What follows belongs to an exercise in optimizing a design on an open flow for small area; a production flow would make more cautious choices.
Where RTL was checked, it was by simulation tests only, not by an equivalence proof against the original.
Function not checked in run 5: the RTL went through the layout flow alone.
Power figures rest on the tool's default switching activity, not on a simulated workload.

$ cat design.v
`timescale 1ns / 1ps
module CPU(
	input clock,
	input [15:0] d_datain,
	input enable,
	input [15:0] i_datain,
	input reset,
	input start,
	output [7:0] d_addr,
	output [15:0] d_dataout,
	output d_we,
	output [7:0] i_addr
	);
	localparam [4:0] NOP = 5'b00000, HALT = 5'b00001, LOAD = 5'b00010, STORE = 5'b00011,
		LDIH = 5'b10000, ADD = 5'b01000, ADDI = 5'b01001, ADDC = 5'b10001, SUB = 5'b10010,
		SUBI = 5'b10011, SUBC = 5'b10100, CMP = 5'b01100, AND = 5'b01101, OR = 5'b01110,
		NOT = 5'b10111, XOR = 5'b01111, SLL = 5'b00100, SRL = 5'b00110, SLA = 5'b00101,
		SRA = 5'b00111, SLR = 5'b01010, SRR = 5'b01011, JUMP = 5'b11000, JMPR = 5'b11001,
		BZ = 5'b11010, BNZ = 5'b11011, BN = 5'b11100, BNN = 5'b11101, BC = 5'b11110,
		BNC = 5'b11111, INC = 5'b10101, DEC = 5'b10110;
	reg run;
	reg [7:0] pc;
	reg [7:0] id_hi, id_lo;
	reg [7:0] ex_hi, ex_lo;
	wire [15:0] id_ir = {id_hi, id_lo};
	wire [15:0] ex_ir = {ex_hi, ex_lo};
	reg [4:0] mem_op;
	reg [2:0] mem_r1;
	reg [15:0] reg_C;
	reg cf;
	reg [15:0] smdr1;
	reg wb_wr, wb_halt;
	reg [2:0] wb_r1;
	reg [15:0] reg_C1;
	reg p_wr;
	reg [2:0] p_r1;
	reg [15:0] reg_C2;
	reg [15:0] gr [0:7];
	wire mem_load  = (mem_op == LOAD);
	wire mem_store = (mem_op == STORE);
	wire zf = (reg_C == 16'd0);
	wire nf = reg_C[15];
	wire taken = (mem_op == JUMP) || (mem_op == JMPR) ||
		((mem_op == BZ) && zf) || ((mem_op == BNZ) && !zf) ||
		((mem_op == BN) && nf) || ((mem_op == BNN) && !nf) ||
		((mem_op == BC) && cf) || ((mem_op == BNC) && !cf);
	assign i_addr = pc;
	assign d_we = mem_store;
	assign d_addr = (mem_load || mem_store) ? reg_C[7:0] : 8'd0;
	assign d_dataout = mem_store ? smdr1 : 16'd0;
	wire mem_wr = (mem_op == LOAD) || (mem_op == LDIH) || (mem_op == ADD) ||
		(mem_op == ADDI) || (mem_op == ADDC) || (mem_op == SUB) || (mem_op == SUBI) ||
		(mem_op == SUBC) || (mem_op == INC) || (mem_op == DEC) || (mem_op == AND) ||
		(mem_op == OR) || (mem_op == NOT) || (mem_op == XOR) || (mem_op == SLL) ||
		(mem_op == SRL) || (mem_op == SLA) || (mem_op == SRA) || (mem_op == SLR) ||
		(mem_op == SRR);
	wire [4:0] iop = i_datain[15:11];
	wire [2:0] ld_r = id_ir[10:8];
	wire stall = (id_ir[15:11] == LOAD) && (
		(((iop == ADD) || (iop == ADDC) || (iop == SUB) || (iop == SUBC) ||
		  (iop == OR) || (iop == XOR) || (iop == AND)) &&
		 ((ld_r == i_datain[2:0]) || (ld_r == i_datain[6:4]))) ||
		(((iop == LOAD) || (iop == STORE) || (iop == INC) || (iop == DEC) ||
		  (iop == NOT) || (iop == SLL) || (iop == SRL) || (iop == SLA) ||
		  (iop == SRA) || (iop == SLR) || (iop == SRR)) &&
		 (ld_r == i_datain[6:4])) ||
		(((iop == LDIH) || (iop == ADDI) || (iop == SUBI)) &&
		 (ld_r == i_datain[10:8])));
	wire [4:0] op = ex_ir[15:11];
	wire [2:0] r1 = ex_ir[10:8];
	wire [2:0] r2 = ex_ir[6:4];
	wire [2:0] r3 = ex_ir[2:0];
	wire [3:0] f4 = ex_ir[3:0];
	wire [7:0] imm8 = ex_ir[7:0];
	wire op_br = (op == BZ) || (op == BNZ) || (op == BN) || (op == BNN) ||
		(op == BC) || (op == BNC) || (op == JMPR);
	wire op_imm = (op == LDIH) || (op == ADDI) || (op == SUBI);
	wire op_fwdA = (op == ADD) || (op == ADDC) || (op == SUB) || (op == SUBC) ||
		(op == CMP) || (op == AND) || (op == OR) || (op == NOT) || (op == XOR) ||
		(op == INC) || (op == DEC) || (op == SLL) || (op == SRL) || (op == SLA) ||
		(op == SRA) || (op == SLR) || (op == SRR);
	wire op_fwdB = (op == ADD) || (op == ADDC) || (op == SUB) || (op == SUBC) ||
		(op == CMP) || (op == AND) || (op == OR) || (op == XOR);
	wire [2:0] ra = (op_br || op_imm) ? r1 : r2;
	wire [2:0] rb = (op == STORE) ? r1 : r3;
	wire [15:0] gA = gr[ra];
	wire [15:0] gB = gr[rb];
	wire a_p = op_fwdA && (r2 == p_r1);
	wire a_w = op_fwdA && (r2 == wb_r1);
	wire a_m = (op_fwdA && (r2 == mem_r1)) || (op_imm && (r1 == mem_r1));
	wire [15:0] in1 = (op == JUMP) ? 16'd0 : a_p ? reg_C2 : a_w ? reg_C1 : a_m ? reg_C : gA;
	wire b_p = (f4 == {1'b0, p_r1});
	wire b_w = (f4 == {1'b0, wb_r1});
	wire b_m = (f4 == {1'b0, mem_r1});
	wire [15:0] fB = b_p ? reg_C2 : b_w ? reg_C1 : b_m ? reg_C : gB;
	reg [15:0] in2;
	always @(*) begin
		case (op)
			ADD, ADDC, SUB, SUBC, CMP, AND, OR, XOR: in2 = fB;
			STORE: in2 = {12'd0, f4};
			ADDI, SUBI, JUMP, JMPR, BZ, BNZ, BN, BNN, BC, BNC: in2 = {8'd0, imm8};
			LDIH: in2 = {imm8, 8'd0};
			INC, DEC: in2 = 16'd1;
			NOT: in2 = 16'hffff;
			default: in2 = 16'd0;
		endcase
	end
	wire op_sub = (op == SUB) || (op == SUBI) || (op == SUBC) || (op == CMP) || (op == DEC);
	wire op_addc = (op == ADDC) || (op == BC) || (op == BNC);
	wire [15:0] bx = op_sub ? ~in2 : in2;
	wire cin = op_sub | (op_addc & cf);
	wire [16:0] sum = {1'b0, in1} + {1'b0, bx} + {16'd0, cin};
	wire cf_next = op_addc ? sum[16] : ((op == SUBC) || (op == CMP)) ? !sum[16] : 1'b0;
	wire [3:0] k = f4;
	wire left = (op == SLL) || (op == SLA) || (op == SLR);
	wire [3:0] amt = left ? (4'd0 - k) : k;
	wire [31:0] rr = {in1, in1} >> amt;
	wire [15:0] rot = rr[15:0];
	reg [15:0] ge;
	integer i;
	always @(*)
		for (i = 0; i < 16; i = i + 1)
			ge[i] = (i >= k);
	wire [15:0] ger;
	genvar gi;
	generate
		for (gi = 0; gi < 16; gi = gi + 1) begin : g_rev
			assign ger[gi] = ge[15 - gi];
		end
	endgenerate
	reg [15:0] result;
	always @(*) begin
		case (op)
			LOAD, STORE, LDIH, ADD, ADDI, ADDC, SUB, SUBI, SUBC, CMP, INC, DEC,
			JUMP, JMPR, BZ, BNZ, BN, BNN, BC, BNC: result = sum[15:0];
			AND: result = in1 & in2;
			OR: result = in1 | in2;
			XOR, NOT: result = in1 ^ in2;
			SLL, SLA: result = rot & ge;
			SLR, SRR: result = rot;
			SRL: result = rot & ger;
			SRA: result = (rot & ger) | (~ger & {16{in1[15]}});
			default: result = 16'd0;
		endcase
	end
	always @(posedge clock or negedge reset) begin
		if (!reset)
			run <= 1'b0;
		else if (run)
			run <= enable && !wb_halt;
		else
			run <= enable && start;
	end
	always @(posedge clock or negedge reset) begin
		if (!reset) begin
			pc <= 8'd0;
			id_hi <= 8'd0;
			ex_hi <= 8'd0;
			mem_op <= 5'd0;
			mem_r1 <= 3'd0;
			reg_C <= 16'd0;
			wb_wr <= 1'b0;
			wb_halt <= 1'b0;
			wb_r1 <= 3'd0;
		end else if (run) begin
			if (stall)
				id_hi <= 8'd0;
			else begin
				id_hi <= i_datain[15:8];
				pc <= taken ? reg_C[7:0] : pc + 8'd1;
			end
			ex_hi <= id_hi;
			mem_op <= op;
			mem_r1 <= r1;
			reg_C <= result;
			wb_wr <= mem_wr;
			wb_halt <= (mem_op == HALT);
			wb_r1 <= mem_r1;
		end
	end
	always @(posedge clock) begin
		if (run) begin
			id_lo <= i_datain[7:0];
			ex_lo <= id_lo;
			cf <= cf_next;
			smdr1 <= gB;
			reg_C1 <= mem_load ? d_datain : reg_C;
			p_wr <= wb_wr;
			p_r1 <= wb_r1;
			reg_C2 <= reg_C1;
			if (p_wr)
				gr[p_r1] <= reg_C2;
		end
	end
endmodule
$ cat run.sh
#!/bin/bash
# synth_recipe.tcl (not shown) runs the flow's synth.tcl, then flattens the netlist and writes it again
# the make line also repeats each setting of config.mk as NAME=value (left out here)
make -C /OpenROAD-flow-scripts/flow DESIGN_CONFIG=/design/flow/config.mk WORK_HOME=/design/flow/orfs CLKGATE_MAP_FILE= SYNTH_SCRIPT=/design/flow/synth_recipe.tcl finish
$ cat config.mk
export PLATFORM = sky130hd
export DESIGN_NAME = CPU
export DESIGN_NICKNAME = CPU
export VERILOG_FILES = /design/flow/design.v
export SDC_FILE = /design/flow/constraint.sdc
export NUM_CORES = 4
export LEC_CHECK = 0
export CAP_MARGIN = 20
export CORE_MARGIN = 2
export CORE_UTILIZATION = 40
export CTS_BUF_LIST = sky130_fd_sc_hd__clkbuf_4
export CTS_CLUSTER_SIZE = 30
export SLEW_MARGIN = 20
$ cat constraint.sdc
create_clock -name core_clock -period 10.0 [get_ports {clock}]
set_input_delay 2.0000 -clock core_clock [delete_from_list [all_inputs] [get_ports {clock}]]
set_output_delay 2.0000 -clock core_clock [all_outputs]
set_load 0.01 [all_outputs]
==> results of run 1 <==
-- cell type report --
class | count | area, um^2
clock buffers | 105 | 788
well taps | 532 | 666
inverters | 67 | 251
multi-input cells | 1271 | 8650
flip-flops and latches | 251 | 7270
diodes | 2 | 5.00
fillers | 3930 | 22100
clock inverters | 22 | 146
repair buffers | 116 | 1040
-- synth_stat cells (all sizes together) (19+ instances only) --
library cell	number
edfxtp	197
a21oi	67
ha	51
xor2	29
nand3	129
nor2	75
mux2i	62
xnor2	41
and2	19
buf	30
a221o	23
o21ai	126
nor3	26
mux2	56
dfrtp	54
clkbuf	91
nand2	273
a22oi	28
inv	67
-- kinds of logic after synthesis --
group / count (synthesis) / synth area share (%)
multiplexers: 128 / 8.98
XOR/XNOR: 70 / 3.70
adder cells (fa/ha/maj): 53 / 4.09
flip-flops: 251 / 43.8
buffers and inverters: 188 / 4.76
AO/OA/AOI/OAI: 416 / 17.7
AND/OR/NAND/NOR: 604 / 17.0
-- worst reg2reg max path, cell delays in order (launching register included) --
cell and delay (ns):
dfrtp_1 0.99, or2_1 0.33, or3_1 0.52, mux2i_4 0.80, buf_4 0.48, nand2_1 0.14, nand3_1 0.09, nand2_1 0.05
o21ai_0 0.34, mux2i_1 0.12, o21ai_0 0.16, mux2_2 0.17, a221o_1 0.24, xor2_1 0.11, fa_1 0.46, inv_1 0.09
a21oi_1 0.09, o21bai_1 0.20, a21o_1 0.16, a31o_2 0.18, a41oi_1 0.17, a21oi_1 0.25, a31oi_1 0.15, o21ai_0 0.61
a211o_1 0.19, nand2_1 0.05, a32o_1 0.21
-- sequential cells by signal, summed over array words and instances (netlist names), 5 cells and up --
signal,cells
ex_hi,8
ex_lo,8
gr,128
id_hi,8
id_lo,8
mem_op,5
pc,8
reg_C,16
reg_C1,16
reg_C2,16
smdr1,16
-- stage by stage --
step	util [%]	total power [mW]	worst slack, ns
after floorplan	-	3.76	4.09
after global placement	43.7	4.79	2.85
after detailed placement	43.7	4.83	2.58
after CTS	45.9	5.85	2.62
after global routing	46.0	6.25	1.88
final	46.0	5.92	2.44
-- routing by layer --
metal / global-route usage (%) / up-vias / routed length (um)
li1: - / 6535 / -
met1: 37.9 / 7132 / 24500
met2: 40.3 / 995 / 25600
met3: 5.92 / 168 / 6790
met4: 12.5 / 2 / 2580
met5: 0 / - / 13
-- cells in the final DEF (no fill, tap or decap), drive strengths merged, types with 17 or more instances in the layout --
cell type / n
nor2: 75
nand3: 129
o21ai: 126
a22oi: 28
clkbuf: 105
a221oi: 17
nor3: 26
ha: 51
a21oi: 67
xor2: 29
mux2i: 62
a221o: 23
nand2: 273
xnor2: 41
buf: 49
clkdlybuf4s50: 67
inv: 69
clkinv: 18
dfrtp: 54
edfxtp: 197
mux2: 56
and2: 19
-- how the worst min path moves through the flow --
| stage | end | startpoint | cells past startpoint |
|---|---|---|---|
| after global routing | ex_lo[7] | id_lo[7] | 0 |
| after detailed placement | ex_lo[7] | id_lo[7] | 0 |
| final | ex_lo[7] | id_lo[7] | 0 |
| after floorplan | ex_lo[0] | id_lo[0] | 0 |
| after global placement | ex_lo[5] | id_lo[5] | 0 |
| after CTS | ex_lo[7] | id_lo[7] | 0 |
-- where the power goes --
group | total (mW) | switching (mW) | internal, mW | leakage, nW
sequential | 1.52 | 0.234 | 1.29 | 2.50
clock | 0.996 | 0.463 | 0.533 | 0.562
combinational | 3.40 | 2.11 | 1.29 | 4.12
total | 5.92 | 2.80 | 3.11 | 7.18
==> results_dict.tcl, run 1 <==
set metrics [dict create \
    status "finished clean" \
    synth-async-reset-ratio_pct 21.5 \
    dp.final_hpwl_um 41500 \
    p_leak_nw 7.18 \
    synth_area_mm2 0.0166 \
    ioPinCount 69 \
    yosys.area.top_type "edfxtp_1" \
    cts_made_buffers 73 \
    cp.required_ns 10.53 \
    slew_violations 0 \
    crit_path_start_kind "register" \
    drive_gt1_share_pct 15.8 \
    clock-root-buffer "clkbuf_4" \
    worstSkewPairLatency_ns 0.79 \
    synthCells 1710 \
    endpoint_kind "register" \
    worstMarginPinSlew_ns 1.23 \
    grt_max_degree 58 \
    fin_crit_ns 7.56 \
    post_cts_buffers 0 \
    dp.cells 2237 \
    max_clock_freq_mhz 132 \
    crit_fanout 35 \
    ys.warnings.count 1 \
    drc 0 \
    antenna_found_initial 4 \
    synthesis.nets 1799 \
    ctsResizeCount 0 \
    place.gp.congestion 0.967 \
    cts.hold.buffers_added 0 \
    yosysUniqueCellTypes 95 \
    hold_ws_ns 0.365 \
    wl_per_cell_um 25.2 \
    finClkSkew_ns 0.0799 \
    layout.cells.non_filler 2366 \
    timing.rr.start "ex_hi[5]" \
    grt_overflow 0 \
    cts-htree-levels 3 \
    hold_viol 0 \
    avgSynthCellArea_um2 9.70 \
    dieArea_mm2 0.0431 \
    drt-pass1-iter-count 6 \
    fin_area_mm2 0.0188 \
    final_nets 1869 \
    port_buffers 68 \
    crit_type "register to register" \
    clock_sinks 251 \
    ys_seq_elements 251 \
    clkSlewWorstSetupHoldPaths_ns 0.06 \
    start_util_pct 40.5 \
    clk_path_buf_depth 3 \
    r2r-end "cf" \
    core-area_mm2 0.0409 \
    crit_slowest_cell "dfrtp_1" \
    ant_nets 0 \
    wl_um 59500 \
    vias 14800 \
    arrival_ns 8.08 \
    ys.flop_type "edfxtp_1" \
    cap_violations 0 \
    die_w_um 208 \
    cp-startpoint "ex_hi[5]" \
    synth_area_leaders "edfxtp_1 36%, dfrtp_1 8.1%, nand2_1 6.2%, nand3_1 3.9%, ha_1 3.8%" \
    cp.depth 26 \
    grt_pass1_wl_um 88400 \
    cts_tree "built" \
    slew_headroom_pct 17.9 \
    slowest_delay_ns 0.99 \
    ir_worst_vdd_uv 148 \
    area_growth_pct 13.4 \
    path_buf_inv 2 \
    die_h_um 208 \
    rsz0062_at_grt "no" \
    r2r_slack_ns 2.44 \
    rows 74 \
    vias_per_cell 6.27 \
    track_usage_pct 27.2 \
    placed_area_mm2 0.0179 \
    drtIter0Drc 1805 \
    synth_top_area_share_pct 35.7 \
    seq_area_frac_synth_pct 43.8 \
    powerDensity_mw_per_mm2 315 \
    crit_family "compound AO/OA/AOI/OAI gates" \
    fin_crit_sh_pct 75.6 \
    setup_viol 0 \
    synth_edf_count 197 \
    r2r_cells 26 \
    grt_pass1_vias 13900 \
    fin_setup_tns_ns 0 \
    holdCritPathClass "register to register" \
    setup.worst_path.end "cf" \
]
==> run 2: changes to the inputs <==
--- a/config.mk
+++ b/config.mk
@@ -8,6 +8,7 @@
 export CAP_MARGIN = 20
 export CORE_MARGIN = 2
 export CORE_UTILIZATION = 40
-export CTS_BUF_LIST = sky130_fd_sc_hd__clkbuf_4
+export CTS_BUF_LIST = sky130_fd_sc_hd__clkbuf_16
+export CTS_CLUSTER_DIAMETER = 60
 export CTS_CLUSTER_SIZE = 30
 export SLEW_MARGIN = 20
==> run 2 against run 1 <==
  * Sequential share of layout area shrank 0.26 points
  * Utilization up 0.31 points
  * Global-route usage fell by 0.46 points
  * Clock power up 16%
  * Clock-buffer cell count fell by 76
  * Combinational power about the same
  * First-iteration DRC count shrank 8.1%
  * Still clean on timing, DRC and antenna
  * Hold slack improved by 0.059 ns
  * Fmax decreased by 0.59%
==> results_dict.tcl, run 2 <==
set metrics [dict create \
    status "finished clean" \
    cp.required_ns 10.34 \
    use_met3_pct 4.84 \
    cts-htree-levels 1 \
    endpoint_kind "register" \
    top_register "gr" \
    area_growth_pct 14.1 \
    r2r_cells 26 \
    vias_per_cell 6.27 \
    slew_violations 0 \
    arrival_ns 7.94 \
    internal_power_mw 3.19 \
    ioPinCount 69 \
    dp_worst_setup_slack_ns 2.58 \
    ys.warnings.count 1 \
    finClkSkew_ns 0.0264 \
    ant_nets 0 \
    crit_path_start_kind "register" \
    fin_crit_sh_pct 76.0 \
    r2r-end "cf" \
    top_usage_layer "met2" \
    clkSlewWorstSetupHoldPaths_ns 0.08 \
    synth_xor_area_share_pct 3.70 \
    synth-async-reset-ratio_pct 21.5 \
    crit_type "register to register" \
    max_clock_freq_mhz 132 \
    clock_sinks 251 \
    clk_path_buf_depth 3 \
    die_w_um 208 \
    combinationalPowerShare_pct 55.8 \
    p_seq_share_pct 25.1 \
    ys_seq_elements 251 \
    port_buffers 68 \
    grt_pass1_wl_um 87100 \
    power_frac_clock_pct 19.1 \
    largest_register_ffs 128 \
    holdCritPathClass "register to register" \
    cts_made_buffers 28 \
    synth_area_leaders "edfxtp_1 36%, dfrtp_1 8.1%, nand2_1 6.2%, nand3_1 3.9%, ha_1 3.8%" \
    track_usage_pct 26.7 \
    min_to "ex_lo[3]" \
    ys.flop_type "edfxtp_1" \
    layout_common_cells "273 x nand2_1, 197 x edfxtp_1, 129 x nand3_1, 115 x o21ai_0, 68 x nor2_1" \
    post_cts_buffers 0 \
    diodes 0 \
    synth_top_area_share_pct 35.7 \
    synthAdderAreaFrac_pct 4.09 \
    slew_headroom_pct 18.5 \
    drt-pass1-iter-count 7 \
    antenna_found_initial 1 \
    drive_gt1_share_pct 12.8 \
    r2r_slack_ns 2.40 \
    avgSynthCellArea_um2 9.70 \
    place.gp.congestion 0.967 \
    met1_usage_pct 37.8 \
    cp-startpoint "ex_hi[5]" \
    yosysMostFrequentCell "nand2_1" \
    vias 14300 \
    ys_top_cells_by_count "273 x nand2_1, 197 x edfxtp_1, 129 x nand3_1" \
    synth-simple-area-share_pct 17.0 \
    core-area_mm2 0.0409 \
    synth_top_family_by_area "compound AO/OA/AOI/OAI gates" \
    dieArea_mm2 0.0431 \
    synthesis.nets 1799 \
    p_leak_nw 7.13 \
    dp.final_hpwl_um 41500 \
    grt_pass1_vias 13500 \
    grt_max_degree 58 \
    layout_commonest_cell "nand2_1" \
    fin_crit_ns 7.60 \
    yosys.area.top_type "edfxtp_1" \
    grt_util_met2_pct 39.9 \
    rows 74 \
    powerDensity_mw_per_mm2 320 \
    drtIter0Drc 1658 \
    cap_violations 0 \
    worstMarginPinSlew_ns 1.22 \
    worstSkewPairLatency_ns 0.59 \
    die_h_um 208 \
    drc 0 \
    hold_ws_ns 0.424 \
    cts_tree "built" \
    synth_area_mm2 0.0166 \
    rsz0062_at_grt "no" \
    wl_um 58800 \
    final_nets 1824 \
    wl_per_cell_um 25.7 \
    start_util_pct 40.5 \
    seq_area_frac_synth_pct 43.8 \
    hold_start "id_lo[3]" \
    fin_setup_tns_ns 0 \
    ir_worst_vdd_uv 149 \
    grt_overflow 0 \
    yosysUniqueCellTypes 95 \
    ctsResizeCount 0 \
    synth_compound_area_share_pct 17.7 \
    synthCells 1710 \
    p_sw_share_pct 47.4 \
    p_sw_mw 2.88 \
    cts.hold.buffers_added 0 \
    timing.rr.start "ex_hi[5]" \
    hold_viol 0 \
    setup_viol 0 \
    fin_ws_ns 2.40 \
    whs_path_depth 0 \
    clock-root-buffer "clkbuf_16" \
    synth.area.mux_share_pct 8.98 \
    synth_edf_count 197 \
    crit_fanout 35 \
]
==> run 2: changes by cell type in the layout (fill, tap and decap cells not counted), sizes merged <==
cell | before | now
clkbuf | 105 | 29
clkinv | 18 | 9
bufinv | 2 | 1
inv | 69 | 78
clkinvlp | 0 | 2
diode | 2 | 0
==> run 2: kinds of logic after synthesis <==
| logic type | after synthesis |
|---|---|
| simple gates | 604 |
| compound gates | 416 |
| flops | 251 |
| buf+inv | 188 |
| mux | 128 |
| xor+xnor | 70 |
| fa+ha+maj | 53 |
==> run 2: power by group through the flow <==
stage / clock network, mW / logic, mW / registers [mW]
after floorplan: 0 / 2.34 / 1.42
after global placement: 0 / 3.26 / 1.53
after detailed placement: 0 / 3.29 / 1.53
after CTS: 1.17 / 3.31 / 1.51
after global routing: 1.20 / 3.64 / 1.54
final: 1.16 / 3.38 / 1.52
==> run 2: how the worst max path moves through the flow <==
stage | cells after the start | slack [ns] | to
global placement | 27 | 2.85 | cf
CTS | 26 | 2.56 | cf
detailed placement | 27 | 2.58 | cf
global route | 26 | 1.79 | cf
finish | 26 | 2.40 | cf
floorplan | 30 | 4.09 | cf
==> run 2: routing by layer <==
| layer | vias up | wire length [um] | share of wire (%) |
|---|---|---|---|
| met4 | 0 | 2860 | 4.9 |
| li1 | 6402 | - | - |
| met2 | 832 | 25200 | 43 |
| met3 | 137 | 6090 | 10 |
| met5 | - | 0 | 0 |
| met1 | 6977 | 24600 | 42 |
==> run 2: layout make-up <==
class | instances | area, um^2
timing repair buffer | 116 | 1040
tap | 532 | 666
clock buffer | 29 | 726
clock inverter | 23 | 342
sequential | 251 | 7270
inverter | 67 | 251
multi-input combinational | 1271 | 8650
fill | 3860 | 22000
==> run 2: per-stage QoR <==
step                      std cells  total power [mW]  util, %  cell area, um^2
after detailed placement       2237              4.83     43.7            17900
after global placement         2237              4.79     43.7            17900
after CTS                      2289              5.99     46.3            18900
after global routing           2289              6.38     46.3            18900
final                          2289              6.06     46.3            18900
after floorplan                1710              3.76        -            16600
==> run 2: worst max-delay path, stage by stage, from the launching register on <==
cell      delay (ns)
dfrtp_1         0.99
or2_1           0.32
or3_1           0.52
mux2i_4         0.78
buf_4           0.47
nand2_1         0.10
nand3_1         0.09
nand2_1         0.05
o21ai_0         0.32
mux2i_1         0.12
o21ai_0         0.16
mux2_2          0.17
a221o_1         0.24
xor2_1          0.12
fa_1            0.46
inv_1           0.09
a21oi_1         0.09
o21bai_1        0.20
a21o_1          0.16
a31o_2          0.18
a41oi_1         0.16
a21oi_1         0.25
a31oi_1         0.15
o21ai_0         0.65
a211o_1         0.19
nand2_1         0.05
a32o_1          0.20
==> run 3: changes to the inputs <==
--- a/config.mk
+++ b/config.mk
@@ -8,7 +8,4 @@
 export CAP_MARGIN = 20
 export CORE_MARGIN = 2
 export CORE_UTILIZATION = 40
-export CTS_BUF_LIST = sky130_fd_sc_hd__clkbuf_16
-export CTS_CLUSTER_DIAMETER = 60
-export CTS_CLUSTER_SIZE = 30
 export SLEW_MARGIN = 20
==> run 3 against run 2 <==
  * Die area unchanged
  * Setup slack improved by 0.045 ns
  * Sequential cell count unchanged
  * Largest power group unchanged
  * Highest routed layer unchanged
==> results_dict.tcl, run 3 <==
set metrics [dict create \
    arrival_ns 7.88 \
    ioPinCount 69 \
    layout_common_cells "273 x nand2_1, 197 x edfxtp_1, 129 x nand3_1, 115 x o21ai_0, 68 x nor2_1" \
    area_growth_pct 13.8 \
    cap_violations 0 \
    dieArea_mm2 0.0431 \
    die_w_um 208 \
    powerDensity_mw_per_mm2 320 \
    grt_pass1_wl_um 88100 \
    ys.flop_type "edfxtp_1" \
    ant_nets 0 \
    ys.warnings.count 1 \
    drt-pass1-iter-count 7 \
    rows 74 \
    synth-async-reset-ratio_pct 21.5 \
    fin_crit_ns 7.55 \
    vias_per_cell 6.35 \
    crit_type "register to register" \
    yosysUniqueCellTypes 95 \
    worstMarginPinSlew_ns 1.31 \
    placed_area_mm2 0.0179 \
    crit_fanout 35 \
    largest_register_ffs 128 \
    synth_area_mm2 0.0166 \
    grt_overflow 0 \
    diodes 0 \
    fin_setup_tns_ns 0 \
    grt_pass1_vias 13700 \
    status "finished clean" \
    fin_crit_sh_pct 75.5 \
    clock-root-buffer "clkbuf_16" \
    avgSynthCellArea_um2 9.70 \
    fillers 3880 \
    synth_edf_count 197 \
    routed.top_layer "met4" \
    yosysMostFrequentCell "nand2_1" \
    clock_sinks 251 \
    synth_area_leaders "edfxtp_1 36%, dfrtp_1 8.1%, nand2_1 6.2%, nand3_1 3.9%, ha_1 3.8%" \
    drtIter0Drc 1870 \
    ys_top_cells_by_count "273 x nand2_1, 197 x edfxtp_1, 129 x nand3_1" \
    yosys.area.top_type "edfxtp_1" \
    rsz0062_at_grt "no" \
    start_util_pct 40.5 \
    post_cts_buffers 0 \
    ys_seq_elements 251 \
    synthesis.nets 1799 \
    endpoint_kind "register" \
    finClkSkew_ns 0.0467 \
    max_clock_freq_mhz 132 \
    hold_viol 0 \
    wl_per_cell_um 25.9 \
    antenna_found_initial 2 \
    top_register "gr" \
    core-area_mm2 0.0409 \
    slew_violations 0 \
    cts_made_buffers 30 \
    die_h_um 208 \
    cts-htree-levels 1 \
    holdCritPathClass "register to register" \
    wl_met1_um 25000 \
    port_buffers 68 \
    setup_viol 0 \
    clkSlewWorstSetupHoldPaths_ns 0.06 \
    place.gp.congestion 0.967 \
    ir_worst_vdd_uv 169 \
    seqCellArea_mm2 0.00727 \
    grt_max_degree 58 \
    track_usage_pct 26.9 \
    drive_gt1_share_pct 12.6 \
    dr_wl_met3_um 5960 \
    worstSkewPairLatency_ns 0.60 \
    wl_um 59300 \
    crit_path_start_kind "register" \
    ctsResizeCount 0 \
    seq_area_frac_synth_pct 43.8 \
    slew_headroom_pct 12.5 \
    cp.required_ns 10.32 \
    clk_path_buf_depth 3 \
    synthCells 1710 \
    layout_commonest_cell "nand2_1" \
    vias 14500 \
    synth_top_area_share_pct 35.7 \
    dr_wl_met2_um 25700 \
    multi_input_area_mm2 0.00865 \
    cts.hold.buffers_added 0 \
    drc 0 \
    fin_area_mm2 0.0189 \
    p_leak_nw 7.11 \
    final_nets 1826 \
    dp.final_hpwl_um 41500 \
    cts_tree "built" \
]
[run 3: cell families (layout without fill, tap and decap cells)]
family                   count (synthesis)  after routing  share of synthesized area, %
AO/OA/AOI/OAI                          416            416                          17.7
XOR/XNOR                                70             70                          3.70
adder cells (fa/ha/maj)                 53             53                          4.09
buffers and inverters                  188            238                          4.76
flip-flops                             251            251                          43.8
multiplexers                           128            128                          8.98
AND/OR/NAND/NOR                        604            604                          17.0
[run 3: layer usage]
metal	track usage [%]	up-vias
met3	4.63	144
met4	11.3	0
met2	40.4	859
met5	0	-
li1	-	6406
met1	38.3	7140
[run 3: final timing paths]
check | from | slack, ns | cells past startpoint | end
min in group asynchronous | reset | 1.56 | 2 | reg_C[0]
min reg2reg | id_lo[2] | 0.42 | 0 | ex_lo[2]
max in group asynchronous | reset | 7.87 | 2 | run
max reg2reg | ex_hi[5] | 2.45 | 26 | cf
max | ex_hi[5] | 2.45 | 26 | cf
min | id_lo[2] | 0.42 | 0 | ex_lo[2]
[run 3: critical path, stage by stage (launching register included)]
cell	delay (ns)
dfrtp_1	0.98
or2_1	0.32
or3_1	0.52
mux2i_4	0.78
buf_4	0.47
nand2_1	0.11
nand3_1	0.09
nand2_1	0.05
o21ai_0	0.30
mux2i_1	0.12
o21ai_0	0.17
mux2_2	0.17
a221o_1	0.24
xor2_1	0.12
fa_1	0.46
inv_1	0.08
a21oi_1	0.09
o21bai_1	0.20
a21o_1	0.17
a31o_2	0.18
a41oi_1	0.15
a21oi_1	0.25
a31oi_1	0.15
o21ai_0	0.65
a211o_1	0.19
nand2_1	0.05
a32o_1	0.21
[run 3: layout make-up]
| cell class | instances | share of cell area (%) |
|---|---|---|
| Inverter | 67 | 1.33 |
| Clock inverter | 18 | 1.13 |
| Sequential cell | 251 | 38.5 |
| Tap cell | 532 | 3.53 |
| Multi-Input combinational cell | 1271 | 45.8 |
| Clock buffer | 37 | 4.22 |
| Timing Repair Buffer | 116 | 5.49 |
[run 3: power breakdown]
part / total [mW] / internal (mW) / leakage [nW] / switching [mW]
Clock: 1.13 / 0.668 / 0.486 / 0.458
Sequential: 1.52 / 1.29 / 2.50 / 0.233
Combinational: 3.39 / 1.29 / 4.12 / 2.10
Total: 6.04 / 3.25 / 7.11 / 2.80
[run 3: per-stage QoR]
| step | hold WS, ns | cells | util (%) | setup slack, ns | power [mW] |
|---|---|---|---|---|---|
| after floorplan | 0.400 | 1710 | - | 4.09 | 3.76 |
| after global placement | 0.405 | 2237 | 43.7 | 2.85 | 4.79 |
| after detailed placement | 0.405 | 2237 | 43.7 | 2.58 | 4.83 |
| after CTS | 0.419 | 2292 | 46.1 | 2.57 | 5.97 |
| after global routing | 0.424 | 2292 | 46.1 | 1.86 | 6.36 |
| final | 0.420 | 2292 | 46.1 | 2.45 | 6.04 |
==> run 4: changes to the inputs <==
--- a/config.mk
+++ b/config.mk
@@ -8,4 +8,7 @@
 export CAP_MARGIN = 20
 export CORE_MARGIN = 2
 export CORE_UTILIZATION = 40
+export CTS_BUF_LIST = sky130_fd_sc_hd__clkbuf_8
+export CTS_CLUSTER_DIAMETER = 50
+export CTS_CLUSTER_SIZE = 20
 export SLEW_MARGIN = 20
==> run 4 against run 3 <==
  * Cell count increased by 0.35%
  * Largest power group unchanged
  * Hold slack better by 0.0027 ns
  * Area after synthesis stayed put
==> results_dict.tcl, run 4 <==
set metrics [dict create \
    status "finished clean" \
    post_cts_buffers 0 \
    ys.flop_type "edfxtp_1" \
    ant_nets 0 \
    drc 0 \
    finClkSkew_ns 0.0649 \
    slew_violations 0 \
    ctsResizeCount 0 \
    hold_ws_ns 0.423 \
    die_w_um 208 \
    ys.warnings.count 1 \
    dieArea_mm2 0.0431 \
    diodes 0 \
    clock-root-buffer "clkbuf_8" \
    worstMarginPinSlew_ns 1.21 \
    fin_setup_tns_ns 0 \
    dp.final_hpwl_um 41500 \
    die_h_um 208 \
    final_nets 1831 \
    core-area_mm2 0.0409 \
    largest_register_ffs 128 \
    cap_violations 0 \
    grt_max_degree 58 \
    synth-async-reset-ratio_pct 21.5 \
    yosysUniqueCellTypes 95 \
    crit_path_start_kind "register" \
    cts-htree-levels 2 \
    crit_fanout 35 \
    timing.rr.start "ex_hi[5]" \
    ioPinCount 69 \
    fin_crit_sh_pct 75.9 \
    crit_slowest_cell "dfrtp_1" \
    cts.hold.buffers_added 0 \
    start_util_pct 40.5 \
    grt_overflow 0 \
    drive_gt1_share_pct 13.3 \
    area_growth_pct 12.7 \
    layout_common_cells "273 x nand2_1, 197 x edfxtp_1, 129 x nand3_1, 115 x o21ai_0, 68 x nor2_1" \
    vias_per_cell 6.32 \
    wl_per_cell_um 25.9 \
    vias 14500 \
    worstSkewPairLatency_ns 0.66 \
    grt_pass1_vias 13600 \
    drtIter0Drc 1783 \
    ys_seq_elements 251 \
    grt_pass1_wl_um 88200 \
    synth_top_area_share_pct 35.7 \
    top_register "gr" \
    crit_type "register to register" \
    utilization_pct 45.7 \
    endpoint_kind "register" \
    clk_path_buf_depth 3 \
    yosysMostFrequentCell "nand2_1" \
    rows 74 \
    cts_tree "built" \
    cp.required_ns 10.39 \
    synthCells 1710 \
    port_buffers 68 \
    layout_commonest_cell "nand2_1" \
    yosys.area.top_type "edfxtp_1" \
    slew_headroom_pct 18.9 \
    rsz0062_at_grt "no" \
    synth_area_leaders "edfxtp_1 36%, dfrtp_1 8.1%, nand2_1 6.2%, nand3_1 3.9%, ha_1 3.8%" \
    arrival_ns 7.98 \
    clkSlewWorstSetupHoldPaths_ns 0.09 \
    seq_area_frac_synth_pct 43.8 \
    cts_made_buffers 35 \
    p_leak_nw 7.03 \
    drt-pass1-iter-count 6 \
    holdCritPathClass "register to register" \
    cp-startpoint "ex_hi[5]" \
    fin_crit_ns 7.59 \
    place.gp.congestion 0.967 \
    setup_viol 0 \
    max_clock_freq_mhz 132 \
    wl_um 59500 \
    synth_area_mm2 0.0166 \
    total_power_mw 5.88 \
    synthesis.nets 1799 \
    ir_worst_vdd_uv 147 \
    antenna_found_initial 2 \
    slowest_delay_ns 0.99 \
    clock_sinks 251 \
    track_usage_pct 27.1 \
    synth_edf_count 197 \
    powerDensity_mw_per_mm2 314 \
    avgSynthCellArea_um2 9.70 \
    hold_start "id_lo[3]" \
    fillers 3900 \
    ys_top_cells_by_count "273 x nand2_1, 197 x edfxtp_1, 129 x nand3_1" \
    hold_viol 0 \
]
==> run 4: cell count changes in the layout (fill, tap and decap cells not counted), sizes merged <==
cell,previous run,this run
bufinv,4,3
inv,67,75
clkbuf,37,35
clkinv,11,14
==> run 4: kinds of logic after synthesis <==
kind of cell	count (synthesis)	synth area share [%]
mux	128	8.98
xor+xnor	70	3.70
flops	251	43.8
compound gates	416	17.7
buf+inv	188	4.76
fa+ha+maj	53	4.09
simple gates	604	17.0
==> run 4: final cells by class <==
class                      count  area [um^2]  share of cell area, %
clock buffer                  35          482                   2.58
timing repair buffer         116         1040                   5.54
multi-input combinational   1271         8650                   46.3
clock inverter                28          339                   1.81
tap                          532          666                   3.56
sequential                   251         7270                   38.9
inverter                      67          251                   1.35
==> run 4: worst max-delay path, delay by kind of cell, from the launching register on <==
family | cells | cell delay (ns)
fa+ha+maj | 1 | 0.46
simple gates | 6 | 1.14
compound gates | 13 | 2.93
mux | 3 | 1.09
xor+xnor | 1 | 0.12
flops | 1 | 0.99
buf+inv | 2 | 0.56
==> run 4: path summary, 6_finish.rpt <==
kind,end,slack [ns],cells past startpoint
worst max-delay path,cf,2.41,26
worst min-delay path,ex_lo[3],0.42,0
worst max register to register,cf,2.41,26
worst min register to register,ex_lo[3],0.42,0
max in group asynchronous,run,7.97,2
min in group asynchronous,pc[0],1.49,2
==> run 4: per-layer routing <==
layer,track usage [%],vias to the layer above,wire length [um]
met5,0,-,9
met4,12.4,2,2800
met3,5.11,163,5910
met2,40.3,863,25600
met1,38.2,7096,25100
li1,-,6412,-
==> run 4: stage by stage <==
stage | area (um^2) | setup slack [ns] | instances
final | 18700 | 2.41 | 2300
after global routing | 18700 | 1.79 | 2300
after CTS | 18700 | 2.55 | 2300
after detailed placement | 17900 | 2.58 | 2237
after global placement | 17900 | 2.85 | 2237
after floorplan | 16600 | 4.09 | 1710
==> run 4: where the power goes <==
part	leakage [nW]	switching (mW)	internal, mW
combinational	4.12	2.11	1.29
clock	0.407	0.511	0.445
sequential	2.50	0.232	1.29
total	7.03	2.85	3.02
==> run 5: changes to the inputs <==
--- a/design.v
+++ b/design.v
@@ -81,18 +81,26 @@
 		(op == SRA) || (op == SLR) || (op == SRR);
 	wire op_fwdB = (op == ADD) || (op == ADDC) || (op == SUB) || (op == SUBC) ||
 		(op == CMP) || (op == AND) || (op == OR) || (op == XOR);
+	wire a_p = op_fwdA && (r2 == p_r1);
+	wire a_w = op_fwdA && (r2 == wb_r1) && !a_p;
+	wire a_m = ((op_fwdA && (r2 == mem_r1)) || (op_imm && (r1 == mem_r1))) && !a_p && !a_w;
+	wire a_g = (op != JUMP) && !a_p && !a_w && !a_m;
 	wire [2:0] ra = (op_br || op_imm) ? r1 : r2;
+	wire b_p = op_fwdB && (f4 == {1'b0, p_r1});
+	wire b_w = op_fwdB && (f4 == {1'b0, wb_r1}) && !b_p;
+	wire b_m = op_fwdB && (f4 == {1'b0, mem_r1}) && !b_p && !b_w;
+	wire b_g = !b_p && !b_w && !b_m;
 	wire [2:0] rb = (op == STORE) ? r1 : r3;
-	wire [15:0] gA = gr[ra];
-	wire [15:0] gB = gr[rb];
-	wire a_p = op_fwdA && (r2 == p_r1);
-	wire a_w = op_fwdA && (r2 == wb_r1);
-	wire a_m = (op_fwdA && (r2 == mem_r1)) || (op_imm && (r1 == mem_r1));
-	wire [15:0] in1 = (op == JUMP) ? 16'd0 : a_p ? reg_C2 : a_w ? reg_C1 : a_m ? reg_C : gA;
-	wire b_p = (f4 == {1'b0, p_r1});
-	wire b_w = (f4 == {1'b0, wb_r1});
-	wire b_m = (f4 == {1'b0, mem_r1});
-	wire [15:0] fB = b_p ? reg_C2 : b_w ? reg_C1 : b_m ? reg_C : gB;
+	reg [15:0] in1, fB;
+	integer j;
+	always @(*) begin
+		in1 = ({16{a_p}} & reg_C2) | ({16{a_w}} & reg_C1) | ({16{a_m}} & reg_C);
+		fB = ({16{b_p}} & reg_C2) | ({16{b_w}} & reg_C1) | ({16{b_m}} & reg_C);
+		for (j = 0; j < 8; j = j + 1) begin
+			in1 = in1 | ({16{a_g && (ra == j)}} & gr[j]);
+			fB = fB | ({16{b_g && (rb == j)}} & gr[j]);
+		end
+	end
 	reg [15:0] in2;
 	always @(*) begin
 		case (op)
@@ -109,7 +117,17 @@
 	wire op_addc = (op == ADDC) || (op == BC) || (op == BNC);
 	wire [15:0] bx = op_sub ? ~in2 : in2;
 	wire cin = op_sub | (op_addc & cf);
-	wire [16:0] sum = {1'b0, in1} + {1'b0, bx} + {16'd0, cin};
+	wire [15:0] pp = in1 ^ bx;
+	wire [15:0] gg = in1 & bx;
+	wire [16:0] cc;
+	assign cc[0] = cin;
+	genvar ci;
+	generate
+		for (ci = 0; ci < 16; ci = ci + 1) begin : g_rc
+			assign cc[ci + 1] = gg[ci] | (pp[ci] & cc[ci]);
+		end
+	endgenerate
+	wire [16:0] sum = {cc[16], pp ^ cc[15:0]};
 	wire cf_next = op_addc ? sum[16] : ((op == SUBC) || (op == CMP)) ? !sum[16] : 1'b0;
 	wire [3:0] k = f4;
 	wire left = (op == SLL) || (op == SLA) || (op == SLR);
@@ -128,6 +146,11 @@
 			assign ger[gi] = ge[15 - gi];
 		end
 	endgenerate
+	wire shl = (op == SLL) || (op == SLA);
+	wire shr = (op == SRL) || (op == SRA);
+	wire [15:0] shm = shl ? ge : shr ? ger : 16'hffff;
+	wire [15:0] shf = ((op == SRA) && in1[15]) ? ~ger : 16'd0;
+	wire [15:0] shv = (rot & shm) | shf;
 	reg [15:0] result;
 	always @(*) begin
 		case (op)
@@ -136,10 +159,7 @@
 			AND: result = in1 & in2;
 			OR: result = in1 | in2;
 			XOR, NOT: result = in1 ^ in2;
-			SLL, SLA: result = rot & ge;
-			SLR, SRR: result = rot;
-			SRL: result = rot & ger;
-			SRA: result = (rot & ger) | (~ger & {16{in1[15]}});
+			SLL, SLA, SLR, SRR, SRL, SRA: result = shv;
 			default: result = 16'd0;
 		endcase
 	end
@@ -183,7 +203,7 @@
 			id_lo <= i_datain[7:0];
 			ex_lo <= id_lo;
 			cf <= cf_next;
-			smdr1 <= gB;
+			smdr1 <= fB;
 			reg_C1 <= mem_load ? d_datain : reg_C;
 			p_wr <= wb_wr;
 			p_r1 <= wb_r1;
==> flow/run.sh (new file) <==
#!/bin/bash
# Own layout flow: the standard flow with three changes.
#  1. Synthesis is synth_recipe.tcl unchanged except that Yosys's abc pass runs
#     flow/abc_area.script (an area-oriented mapping). abc maps only the
#     combinational logic, after the flip-flops are mapped and named, so the
#     registers are those of the standard synthesis.
#  2. Port buffers are sky130_fd_sc_hd__buf_1 instead of the default buffer.
#  3. Clock tree: clkbuf_8 buffers, sinks clustered by 20, no dummy loads.
# Each tool's output goes to a log file in the work folder.
set -euo pipefail
W=$PWD
F=$W/flow

{
	head -n 1 "$W/synth_recipe.tcl"
	cat <<EOF
proc abc {args} {
	set i [lsearch \$args -script]
	if { \$i >= 0 } { set args [lreplace \$args \$i [expr {\$i + 1}] -script $F/abc_area.script] }
	yosys abc {*}\$args
}
EOF
	tail -n +2 "$W/synth_recipe.tcl"
} > "$W/own_synth.tcl"

make -C "$FLOW_HOME" DESIGN_CONFIG="$W/config.mk" WORK_HOME="$W/orfs" CLKGATE_MAP_FILE= \
	SYNTH_SCRIPT="$W/own_synth.tcl" synth > "$W/own_synth.log" 2>&1

bash "$W/standard.sh" \
	"BUFFER_PORTS_ARGS=-buffer_cell sky130_fd_sc_hd__buf_1" \
	"CTS_ARGS=-sink_clustering_enable -repair_clock_nets -buf_list sky130_fd_sc_hd__clkbuf_8 -sink_clustering_size 20 -sink_clustering_max_diameter 50 -dont_use_dummy_load" \
	finish > "$W/own_layout.log" 2>&1
==> flow/abc_area.script (new file) <==
&get -n
&st
&dch -f
&nf -a -R 1000
&put
mfs2
strash
&get -n
&st
&dch -f
&nf -a -R 1000
&put
topo
stime -c
==> standard.sh (new file) <==
#!/bin/bash
# synth_recipe.tcl (not shown) runs the flow's synth.tcl, then flattens the netlist and writes it again
# the make line also repeats each setting of config.mk as NAME=value (left out here)
make -C /OpenROAD-flow-scripts/flow DESIGN_CONFIG=/design/flow/config.mk WORK_HOME=/design/flow/orfs CLKGATE_MAP_FILE= SYNTH_SCRIPT=/design/flow/synth_recipe.tcl "${@:-finish}"
--- a/config.mk
+++ b/config.mk
@@ -8,7 +8,4 @@
 export CAP_MARGIN = 20
 export CORE_MARGIN = 2
 export CORE_UTILIZATION = 40
-export CTS_BUF_LIST = sky130_fd_sc_hd__clkbuf_8
-export CTS_CLUSTER_DIAMETER = 50
-export CTS_CLUSTER_SIZE = 20
 export SLEW_MARGIN = 20
removed: run.sh
==> run 5 against run 4 <==
  * Critical path type unchanged
  * Combinational power is 44% lower
  * Non-clock buffer count grew 15
  * Sequential power barely moved
  * Largest power group unchanged
  * Sequential share of layout area up 7.9 points
  * Highest routed layer is now met4
  * First-iteration DRC count is 3.3% higher
  * Setup slack worse by 2.2 ns
  * Hold slack got worse by 0.023 ns
  * Clock power decreased by 41%
==> results_dict.tcl, run 5 <==
set metrics [dict create \
    crit_type "register to register" \
    crit_fanout 17 \
    rsz0062_at_grt "yes" \
    holdCritPathClass "register to register" \
    p_seq_share_pct 38.3 \
    fin_crit_ns 9.81 \
    cap_violations 0 \
    grt_max_degree 61 \
    synth_edf_count 197 \
    grt_pass1_wl_um 68400 \
    ant_nets 0 \
    total_power_mw 4.02 \
    layout_common_cells "197 x edfxtp_1, 136 x nand2_1, 82 x a222oi_1, 76 x nor2_1, 71 x o21ai_0" \
    synthesis.nets 1270 \
    synthCells 1182 \
    arrival_ns 10.22 \
    die_h_um 188 \
    synth_area_mm2 0.0136 \
    setup.worst_path.end "reg_C[15]" \
    cts.hold.buffers_added 0 \
    drt-pass1-iter-count 14 \
    ys_seq_elements 251 \
    port_buffers 68 \
    vias 11300 \
    die_w_um 188 \
    power_frac_clock_pct 14.1 \
    p_sw_mw 1.75 \
    status "finished clean" \
    cp-startpoint "ex_hi[5]" \
    dp.final_hpwl_um 30300 \
    fin_crit_sh_pct 98.1 \
    top_register "gr" \
    largest_register_ffs 128 \
    ys_top_cells_by_count "197 x edfxtp_1, 136 x nand2_1, 89 x nor2_1" \
    setup_viol 0 \
    hold_viol 0 \
    dieArea_mm2 0.0354 \
    slew_headroom_pct 30.5 \
    grt_overflow 0 \
    r2r_slack_ns 0.19 \
    ioPinCount 69 \
    seq_area_frac_synth_pct 53.6 \
    avgSynthCellArea_um2 11.5 \
    powerDensity_mw_per_mm2 259 \
    endpoint_kind "register" \
    ir_worst_vdd_uv 126 \
    finClkSkew_ns 0.111 \
    timing.rr.start "ex_hi[5]" \
    combinationalPowerShare_pct 47.7 \
    max_clock_freq_mhz 102 \
    grt_pass1_vias 11000 \
    crit_path_start_kind "register" \
    cp.required_ns 10.40 \
    drc 0 \
    p_sw_share_pct 43.6 \
    antenna_found_initial 0 \
    final_nets 1429 \
    core-area_mm2 0.0334 \
    r2r_cells 39 \
    ys.flop_type "edfxtp_1" \
    layout_commonest_cell "edfxtp_1" \
    slew_violations 0 \
    fin_ws_ns 0.187 \
    utilization_pct 46.5 \
    cts_made_buffers 26 \
    clk_path_buf_depth 3 \
    wl_um 45400 \
    slowest_delay_ns 0.47 \
    timing.critical_path.mode_cell "fa_2" \
    start_util_pct 40.5 \
    drtIter0Drc 1841 \
    cts_tree "built" \
    place.gp.congestion 0.912 \
    hold_ws_ns 0.400 \
    synth_area_leaders "edfxtp_1 44%, dfrtp_1 10%, a222oi_1 6.1%, nand2_1 3.8%, ha_1 3.3%" \
    dp_worst_setup_slack_ns 0.238 \
    area_growth_pct 14.7 \
    track_usage_pct 25.4 \
    yosys.area.top_type "edfxtp_1" \
    vias_per_cell 6.33 \
    ys.warnings.count 1 \
    worstMarginPinSlew_ns 1.04 \
    internal_power_mw 2.27 \
    rows 67 \
    hold_start "id_lo[4]" \
    synth-async-reset-ratio_pct 21.5 \
    wl_per_cell_um 25.4 \
    cts-htree-levels 1 \
    clock-root-buffer "clkbuf_8" \
    drive_gt1_share_pct 11.7 \
    synth_top_area_share_pct 43.6 \
    worstSkewPairLatency_ns 0.63 \
    yosysUniqueCellTypes 50 \
    yosysMostFrequentCell "edfxtp_1" \
    p_leak_nw 5.51 \
    r2r-end "reg_C[15]" \
    clock_sinks 251 \
    clkSlewWorstSetupHoldPaths_ns 0.09 \
    fin_setup_tns_ns 0 \
    crit_slowest_cell "dfrtp_2" \
]
-- run 5: changes by cell type after synthesis, moves of 23 or more --
cell,change
clkinv_1,+54
mux2i_1,-31
nand2_1,-137
mux2_2,-54
o21ai_0,-42
nand3_1,-95
mux2_1,+36
inv_1,-65
a222oi_1,+82
and2_0,+23
clkbuf_1,-90
-- run 5: timing repair --
item	CTS	global route
setup endpoints to repair	0	1
buffers inserted	0	8
resized for setup	0	1
-- run 5: worst min path at each step --
| stage | endpoint | slack, ns | cells past startpoint |
|---|---|---|---|
| CTS | ex_lo[4] | 0.41 | 0 |
| detailed placement | ex_lo[5] | 0.40 | 0 |
| floorplan | ex_lo[0] | 0.40 | 0 |
| finish | ex_lo[4] | 0.40 | 0 |
| global route | ex_lo[4] | 0.41 | 0 |
| global placement | ex_lo[7] | 0.40 | 0 |
-- run 5: area by class of cell --
class                      instances  area, um^2
clock buffer                      26         358
inverter                          54         211
tap                              448         561
antenna                            1        2.50
sequential                       251        7280
multi-input combinational        877        6410
fill                            3088       17900
timing repair buffer             131         727
-- run 5: power groups by stage --
stage	clock [mW]	combinational [mW]	sequential, mW
2_1_floorplan	0	1.26	1.47
3_3_place_gp	0	1.85	1.55
3_5_place_dp	0	1.87	1.55
4_1_cts	0.577	1.88	1.53
5_1_grt	0.616	2.12	1.55
6_report	0.566	1.92	1.54
-- run 5: logic make-up (layout without fill, tap and decap cells) --
kind of cell,after synthesis,in the layout,share of synthesized area (%)
buffers and inverters,54,211,1.50
other,0,1,0
flip-flops,251,251,53.6
adder cells (fa/ha/maj),52,52,5.69
AND/OR/NAND/NOR,365,365,12.4
XOR/XNOR,50,50,3.23
AO/OA/AOI/OAI,342,342,18.2
multiplexers,68,68,5.37
-- run 5: critical path, delay by kind of cell (launching register included) --
kind	cells	cell delay [ns]
AND/OR/NAND/NOR	13	1.99
flip-flops	1	0.47
AO/OA/AOI/OAI	5	0.93
XOR/XNOR	1	0.19
adder cells (fa/ha/maj)	16	5.63
buffers and inverters	4	0.46
-- run 5: through the flow --
stage / std cells / cell area (um^2)
final: 1788 / 15500
after global placement: 1753 / 15100
after floorplan: 1182 / 13900
after global routing: 1787 / 15500
after detailed placement: 1753 / 15100
after CTS: 1779 / 15500
-- run 5: routing by layer --
layer | global-route usage, % | routed length (um) | up-vias
met1 | 35.4 | 18800 | 5476
li1 | - | - | 5003
met3 | 5.11 | 4480 | 126
met4 | 9.15 | 1680 | 0
met2 | 39.4 | 20400 | 705
met5 | 0 | 0 | -
==> run 6: changes to the inputs <==
--- a/design.v
+++ b/design.v
@@ -108,15 +108,13 @@
 			STORE: in2 = {12'd0, f4};
 			ADDI, SUBI, JUMP, JMPR, BZ, BNZ, BN, BNN, BC, BNC: in2 = {8'd0, imm8};
 			LDIH: in2 = {imm8, 8'd0};
-			INC, DEC: in2 = 16'd1;
-			NOT: in2 = 16'hffff;
 			default: in2 = 16'd0;
 		endcase
 	end
 	wire op_sub = (op == SUB) || (op == SUBI) || (op == SUBC) || (op == CMP) || (op == DEC);
 	wire op_addc = (op == ADDC) || (op == BC) || (op == BNC);
 	wire [15:0] bx = op_sub ? ~in2 : in2;
-	wire cin = op_sub | (op_addc & cf);
+	wire cin = (op_sub && (op != DEC)) || (op == INC) || (op_addc && cf);
 	wire [15:0] pp = in1 ^ bx;
 	wire [15:0] gg = in1 & bx;
 	wire [16:0] cc;
@@ -151,14 +149,26 @@
 	wire [15:0] shm = shl ? ge : shr ? ger : 16'hffff;
 	wire [15:0] shf = ((op == SRA) && in1[15]) ? ~ger : 16'd0;
 	wire [15:0] shv = (rot & shm) | shf;
+	reg [3:0] tt;
+	always @(*) begin
+		case (op)
+			AND: tt = 4'b1000;
+			OR: tt = 4'b1110;
+			XOR: tt = 4'b0110;
+			default: tt = 4'b0011;	 
+		endcase
+	end
+	reg [15:0] lu;
+	integer li;
+	always @(*)
+		for (li = 0; li < 16; li = li + 1)
+			lu[li] = tt[{in1[li], in2[li]}];
 	reg [15:0] result;
 	always @(*) begin
 		case (op)
 			LOAD, STORE, LDIH, ADD, ADDI, ADDC, SUB, SUBI, SUBC, CMP, INC, DEC,
 			JUMP, JMPR, BZ, BNZ, BN, BNN, BC, BNC: result = sum[15:0];
-			AND: result = in1 & in2;
-			OR: result = in1 | in2;
-			XOR, NOT: result = in1 ^ in2;
+			AND, OR, XOR, NOT: result = lu;
 			SLL, SLA, SLR, SRR, SRL, SRA: result = shv;
 			default: result = 16'd0;
 		endcase
--- a/config.mk
+++ b/config.mk
@@ -8,4 +8,5 @@
 export CAP_MARGIN = 20
 export CORE_MARGIN = 2
 export CORE_UTILIZATION = 40
+export GPL_TIMING_DRIVEN = 0
 export SLEW_MARGIN = 20
==> run 6 against run 5 <==
  * The layout now fails its checks (setup timing)
  * Area after synthesis is 2.3% lower
  * Utilization is 2.0 points higher
  * Clock skew is 0.019 ns lower
  * Sequential cell count stayed put
  * Non-clock buffer count is 29 higher
  * Synthesized cell count is 3.7% lower
  * Clock power is 4.9% higher
  * Die area is 2.2% lower
  * Setup slack worse by 0.38 ns
  * Cell count is 1.0% lower
  * Highest routed layer unchanged
==> results_dict.tcl, run 6 <==
set metrics [dict create \
    status "complete, but fails checks" \
    failed_checks "setup timing" \
    r2r_slack_ns -0.19 \
    p_sw_share_pct 43.7 \
    timing.critical_path.mode_cell "fa_2" \
    synth_edf_count 197 \
    internal_power_mw 2.34 \
    ioPinCount 69 \
    largest_register_ffs 128 \
    wl_per_cell_um 25.7 \
    synth_area_mm2 0.0132 \
    crit_path_start_kind "register" \
    whs_path_depth 0 \
    ir_worst_vdd_uv 112 \
    fillers 2942 \
    port_buffers 68 \
    ys_seq_elements 251 \
    ant_nets 0 \
    place.gp.congestion 0.905 \
    final_nets 1386 \
    path_buf_inv 5 \
    drc 0 \
    fin_ws_ns -0.190 \
    cap_violations 0 \
    clkSlewWorstSetupHoldPaths_ns 0.07 \
    crit_slowest_cell "or4_4" \
    endpoint_kind "register" \
    start_util_pct 40.7 \
    clock_sinks 251 \
    crit_family "adder cells" \
    cts_made_buffers 29 \
    hold_start "id_lo[3]" \
    synthesis.nets 1194 \
    synth_area_leaders "edfxtp_1 45%, dfrtp_1 10%, a222oi_1 5.9%, mux2i_1 3.6%, nor2_1 3.3%" \
    ys.flop_type "edfxtp_1" \
    dieArea_mm2 0.0346 \
    grt_pass1_wl_um 66900 \
    rows 66 \
    core-area_mm2 0.0325 \
    p_seq_share_pct 37.0 \
    cp.required_ns 10.39 \
    setup_viol 1 \
    cp-startpoint "ex_hi[5]" \
    layout_commonest_cell "edfxtp_1" \
    worstMarginPinSlew_ns 1.10 \
    drt-pass1-iter-count 8 \
    ys.warnings.count 1 \
    drive_gt1_share_pct 15.9 \
    drtIter0Drc 1895 \
    die_w_um 186 \
    vias 11400 \
    slowest_delay_ns 0.52 \
    powerDensity_mw_per_mm2 263 \
    crit_fanout 9 \
    wl_um 45500 \
    dp.final_hpwl_um 29600 \
    cts_tree "built" \
    r2r-end "reg_C[15]" \
    vias_per_cell 6.45 \
    clock-root-buffer "clkbuf_8" \
    crit_type "register to register" \
    dp_worst_setup_slack_ns -2.04 \
    yosysMostFrequentCell "edfxtp_1" \
    yosys.area.top_type "edfxtp_1" \
    track_usage_pct 26.1 \
    top_register "gr" \
    finClkSkew_ns 0.0925 \
    combinationalPowerShare_pct 48.7 \
    slew_violations 0 \
    grt_overflow 0 \
    clk_path_buf_depth 3 \
    grt_pass1_vias 10900 \
    antenna_found_initial 0 \
    rsz0062_at_grt "yes" \
    p_leak_nw 5.49 \
    holdCritPathClass "register to register" \
    slew_headroom_pct 26.5 \
    fin_crit_ns 10.19 \
    p_sw_mw 1.82 \
    avgSynthCellArea_um2 11.6 \
    r2r_cells 38 \
    arrival_ns 10.58 \
    max_clock_freq_mhz 98.1 \
    synthCells 1138 \
    diodes 0 \
    fin_crit_sh_pct 102 \
    fin_setup_tns_ns -0.190 \
    min_to "ex_lo[3]" \
    hold_viol 0 \
    ys_top_cells_by_count "197 x edfxtp_1, 117 x nor2_1, 80 x nand2_1" \
    worstSkewPairLatency_ns 0.61 \
    utilization_pct 48.5 \
    synth_top_area_share_pct 44.7 \
    timing.rr.start "ex_hi[5]" \
    area_growth_pct 19.2 \
    cts-htree-levels 1 \
    die_h_um 186 \
    layout_common_cells "197 x edfxtp_1, 94 x nor2_1, 78 x nand2_1, 78 x a222oi_1, 67 x buf_1" \
    grt_max_degree 61 \
    seq_area_frac_synth_pct 54.9 \
    power_frac_clock_pct 14.3 \
    synth-async-reset-ratio_pct 21.5 \
    yosysUniqueCellTypes 50 \
]
-- run 6: cell count changes after synthesis, moves of 15 or more --
cell	previous run	this run
a22o_1	5	20
clkinv_1	54	33
nand2_1	136	80
mux2i_1	30	48
nor2_1	89	117
ha_1	36	4
o22ai_1	12	27
-- run 6: through the flow --
| step | std cells | instance area [um^2] | power [mW] | hold slack [ns] |
|---|---|---|---|---|
| 6_report | 1770 | 15800 | 4.16 | 0.419 |
| 5_1_grt | 1770 | 15800 | 4.37 | 0.431 |
| 4_1_cts | 1757 | 15600 | 4.08 | 0.423 |
| 3_5_place_dp | 1678 | 14800 | 3.37 | 0.406 |
| 3_3_place_gp | 1648 | 14300 | 3.30 | 0.402 |
| 2_1_floorplan | 1138 | 13500 | 2.71 | 0.400 |
-- run 6: layer usage --
metal	routed length, um	vias to the layer above	track usage, %	share of wire, %
li1	-	5003	-	-
met1	18400	5496	36.6	40
met2	20100	784	40.2	44
met4	2100	0	11.4	4.6
met5	0	-	0	0
met3	4860	132	4.01	11
-- run 6: how the worst max path moves through the flow --
stage	end	slack, ns	cells after the start
finish	reg_C[15]	-0.19	38
global route	reg_C[15]	-0.42	38
CTS	reg_C[15]	-0.08	36
detailed placement	reg_C[15]	-2.04	35
global placement	reg_C[15]	-3.07	31
floorplan	reg_C[15]	-0.54	36
-- run 6: logic make-up (layout without fill, tap and decap cells) --
family          after synthesis  after routing  synth area share, %
fa+ha+maj                    20             20                 2.80
simple gates                351            352                 12.4
compound gates              359            359                 19.9
mux                          74             74                 5.84
buf+inv                      33            222                0.935
flops                       251            251                 54.9
xor+xnor                     50             50                 3.31
-- run 6: cell type report --
type,count,area [um^2],share of cell area (%)
flip-flops and latches,251,7280,46.1
multi-input cells,855,6330,40.1
inverters,33,129,0.816
clock buffers,29,399,2.53
repair buffers,160,1090,6.94
well taps,442,553,3.50
-- run 6: power groups by stage --
stage	Combinational [mW]	Clock [mW]	Sequential, mW
5_1_grt	2.18	0.637	1.55
6_report	2.02	0.594	1.54
2_1_floorplan	1.24	0	1.46
3_5_place_dp	1.80	0	1.57
3_3_place_gp	1.73	0	1.57
4_1_cts	1.95	0.601	1.53
-- run 6: repair_timing --
action	CTS	global route
setup buffers	49	12
gates resized for setup	18	12
endpoints found under the hold margin	0	0
hold buffers	0	0
setup endpoints to repair	8	3
pin swaps	38	28
cloned	1	0
-- run 6: worst reg2reg max path: cells and delay by family, from the launching register on --
family / cells / cell delay, ns
DFF: 1 / 0.45
and+or+nand+nor: 9 / 1.69
AOI/OAI and AO/OA: 7 / 1.27
buffers and inverters: 5 / 0.47
adders and majority gates: 16 / 5.94
xor gates and xnor gates: 1 / 0.17
==> run 7: changes to the inputs <==
--- a/flow/run.sh
+++ b/flow/run.sh
@@ -29,4 +29,4 @@
 bash "$W/standard.sh" \
 	"BUFFER_PORTS_ARGS=-buffer_cell sky130_fd_sc_hd__buf_1" \
 	"CTS_ARGS=-sink_clustering_enable -repair_clock_nets -buf_list sky130_fd_sc_hd__clkbuf_8 -sink_clustering_size 20 -sink_clustering_max_diameter 50 -dont_use_dummy_load" \
-	finish > "$W/own_layout.log" 2>&1
+	"REMOVE_ABC_BUFFERS=1" finish > "$W/own_layout.log" 2>&1
==> run 7 against run 6 <==
  * Still fails the layout checks on setup timing
  * Highest routed layer unchanged
  * Largest cell class unchanged
  * First-iteration DRC count is 8.0% higher
  * Via count is 1.8% higher
  * Cell count is 0.79% higher
  * Clock-buffer cell count is 1 lower
  * Setup slack worse by 0.27 ns
==> results_dict.tcl, run 7 <==
set metrics [dict create \
    vias_per_cell 6.52 \
    slew_headroom_pct 23.1 \
    synth_area_mm2 0.0132 \
    p_sw_share_pct 43.6 \
    clkSlewWorstSetupHoldPaths_ns 0.08 \
    grt_pass1_wl_um 69900 \
    fin_area_mm2 0.0160 \
    yosysUniqueCellTypes 50 \
    layout_commonest_cell "edfxtp_1" \
    powerDensity_mw_per_mm2 264 \
    dp.final_hpwl_um 31600 \
    dieArea_mm2 0.0346 \
    crit_slowest_cell "or4_4" \
    combinationalPowerShare_pct 49.5 \
    area_growth_pct 20.9 \
    ant_nets 0 \
    die_w_um 186 \
    p_sw_mw 1.85 \
    drt-pass1-iter-count 10 \
    utilization_pct 49.2 \
    start_util_pct 40.7 \
    ys.flop_type "edfxtp_1" \
    avgSynthCellArea_um2 11.6 \
    rsz0062_at_grt "yes" \
    p_seq_share_pct 36.6 \
    synth_top_area_share_pct 44.7 \
    crit_fanout 4 \
    grt_overflow 0 \
    ys_top_cells_by_count "197 x edfxtp_1, 117 x nor2_1, 80 x nand2_1" \
    wl_um 46500 \
    place.gp.congestion 0.904 \
    core-area_mm2 0.0325 \
    clock_sinks 251 \
    synth_area_leaders "edfxtp_1 45%, dfrtp_1 10%, a222oi_1 5.9%, mux2i_1 3.6%, nor2_1 3.3%" \
    cap_violations 0 \
    cp.required_ns 10.42 \
    holdCritPathClass "register to register" \
    clk_path_buf_depth 3 \
    port_buffers 68 \
    cts-htree-levels 1 \
    seq_area_frac_synth_pct 54.9 \
    timing.critical_path.mode_cell "fa_2" \
    drtIter0Drc 2046 \
    hold_viol 0 \
    fin_crit_ns 10.46 \
    total_power_mw 4.23 \
    cts_tree "built" \
    ir_worst_vdd_uv 122 \
    placed_area_mm2 0.0148 \
    worstMarginPinSlew_ns 1.15 \
    crit_family "adder cells" \
    crit_type "register to register" \
    fin_crit_sh_pct 105 \
    rows 66 \
    status "complete, but fails checks" \
    synthCells 1138 \
    drive_gt1_share_pct 17.1 \
    drc 0 \
    ys_seq_elements 251 \
    failed_checks "setup timing" \
    finClkSkew_ns 0.113 \
    fin_ws_ns -0.457 \
    cts_made_buffers 28 \
    layout_common_cells "197 x edfxtp_1, 94 x nor2_1, 78 x a222oi_1, 76 x nand2_1, 71 x buf_4" \
    grt_pass1_vias 11200 \
    die_h_um 186 \
    grt_max_degree 54 \
    yosysMostFrequentCell "edfxtp_1" \
    hold_start "reg_C1[13]" \
    top_register "gr" \
    synth-async-reset-ratio_pct 21.5 \
    ioPinCount 69 \
    final_nets 1400 \
    arrival_ns 10.88 \
    p_leak_nw 5.60 \
    antenna_found_initial 0 \
    wl_per_cell_um 26.1 \
    track_usage_pct 27.2 \
    diodes 0 \
    max_clock_freq_mhz 95.6 \
    internal_power_mw 2.38 \
    power_frac_clock_pct 13.9 \
    path_buf_inv 6 \
    slew_violations 0 \
    vias 11600 \
    cp-startpoint "ex_hi[6]" \
    slowest_delay_ns 0.55 \
    crit_path_start_kind "register" \
    yosys.area.top_type "edfxtp_1" \
    synth_edf_count 197 \
    largest_register_ffs 128 \
    timing.rr.start "ex_hi[6]" \
    ys.warnings.count 1 \
    setup_viol 3 \
    endpoint_kind "register" \
    clock-root-buffer "clkbuf_8" \
    worstSkewPairLatency_ns 0.64 \
]
[run 7: worst paths after layout]
path | slack (ns) | cells past startpoint | endpoint
hold / removal | 0.41 | 0 | reg_C2[13]
hold reg to reg | 0.41 | 0 | reg_C2[13]
max in group asynchronous | 7.94 | 3 | pc[5]
setup reg to reg | -0.46 | 41 | reg_C[15]
min in group asynchronous | 1.31 | 1 | reg_C[7]
setup / recovery | -0.46 | 41 | reg_C[15]
[run 7: worst register-to-register path: cells and delay by family (launching register included)]
family / cells / cell delay [ns]
AO/OA/AOI/OAI: 5 / 0.45
AND/OR/NAND/NOR: 14 / 2.65
buffers and inverters: 6 / 0.63
flip-flops: 1 / 0.48
adder cells (fa/ha/maj): 16 / 6.11
[run 7: power groups by stage]
stage	combinational (mW)	sequential, mW	clock, mW
global route	2.26	1.56	0.635
CTS	2.01	1.53	0.599
finish	2.10	1.55	0.588
detailed placement	1.79	1.57	0
floorplan	1.17	1.46	0
global placement	1.65	1.58	0
[run 7: cell families after synthesis]
logic type / count (synthesis) / share of synthesized area, %
buffers and inverters: 33 / 0.935
muxes: 74 / 5.84
AOI/OAI and AO/OA: 359 / 19.9
and+or+nand+nor: 351 / 12.4
adders and majority gates: 20 / 2.80
xor gates and xnor gates: 50 / 3.31
DFF: 251 / 54.9
[run 7: repair_timing]
action	in CTS	in global routing
endpoints found under the setup margin	9	4
setup buffers	49	9
gates cloned	1	0
pin swaps	44	38
hold buffers	0	0
resized for setup	82	11
[run 7: area by class of cell]
cell class / count / area (um^2)
Tap cell: 442 / 553
Multi-Input combinational cell: 855 / 6360
Sequential cell: 251 / 7280
Fill cell: 2908 / 16500
Inverter: 33 / 128
Clock buffer: 28 / 385
Timing Repair Buffer: 175 / 1310
[run 7: per-layer routing]
layer,vias up,GRT usage (%),routed length (um)
li1,5027,-,-
met1,5594,37.3,18000
met2,830,42.7,20900
met3,174,4.75,5480
met4,0,11.3,2180
met5,-,0,0
[run 7: through the flow]
stage                     hold slack, ns  setup WS, ns  std cells  setup TNS, ns
final                              0.413        -0.457       1784         -0.994
after global routing               0.428        -0.722       1784          -1.94
after CTS                          0.421        -0.360       1776         -0.756
after detailed placement           0.406         -3.35       1698         -19.10
after global placement             0.403        -10.25       1648        -128.46
after floorplan                    0.400         -3.25       1138         -18.29

Re-timed with assumed drivers on the ports (clkbuf_16 on the clock, buf_2 on other inputs), run 7 has -0.457 ns of setup slack against -0.457 ns with ideal ports, and -0.457 ns once port delays also move by the mid clock arrival of 0.631 ns.
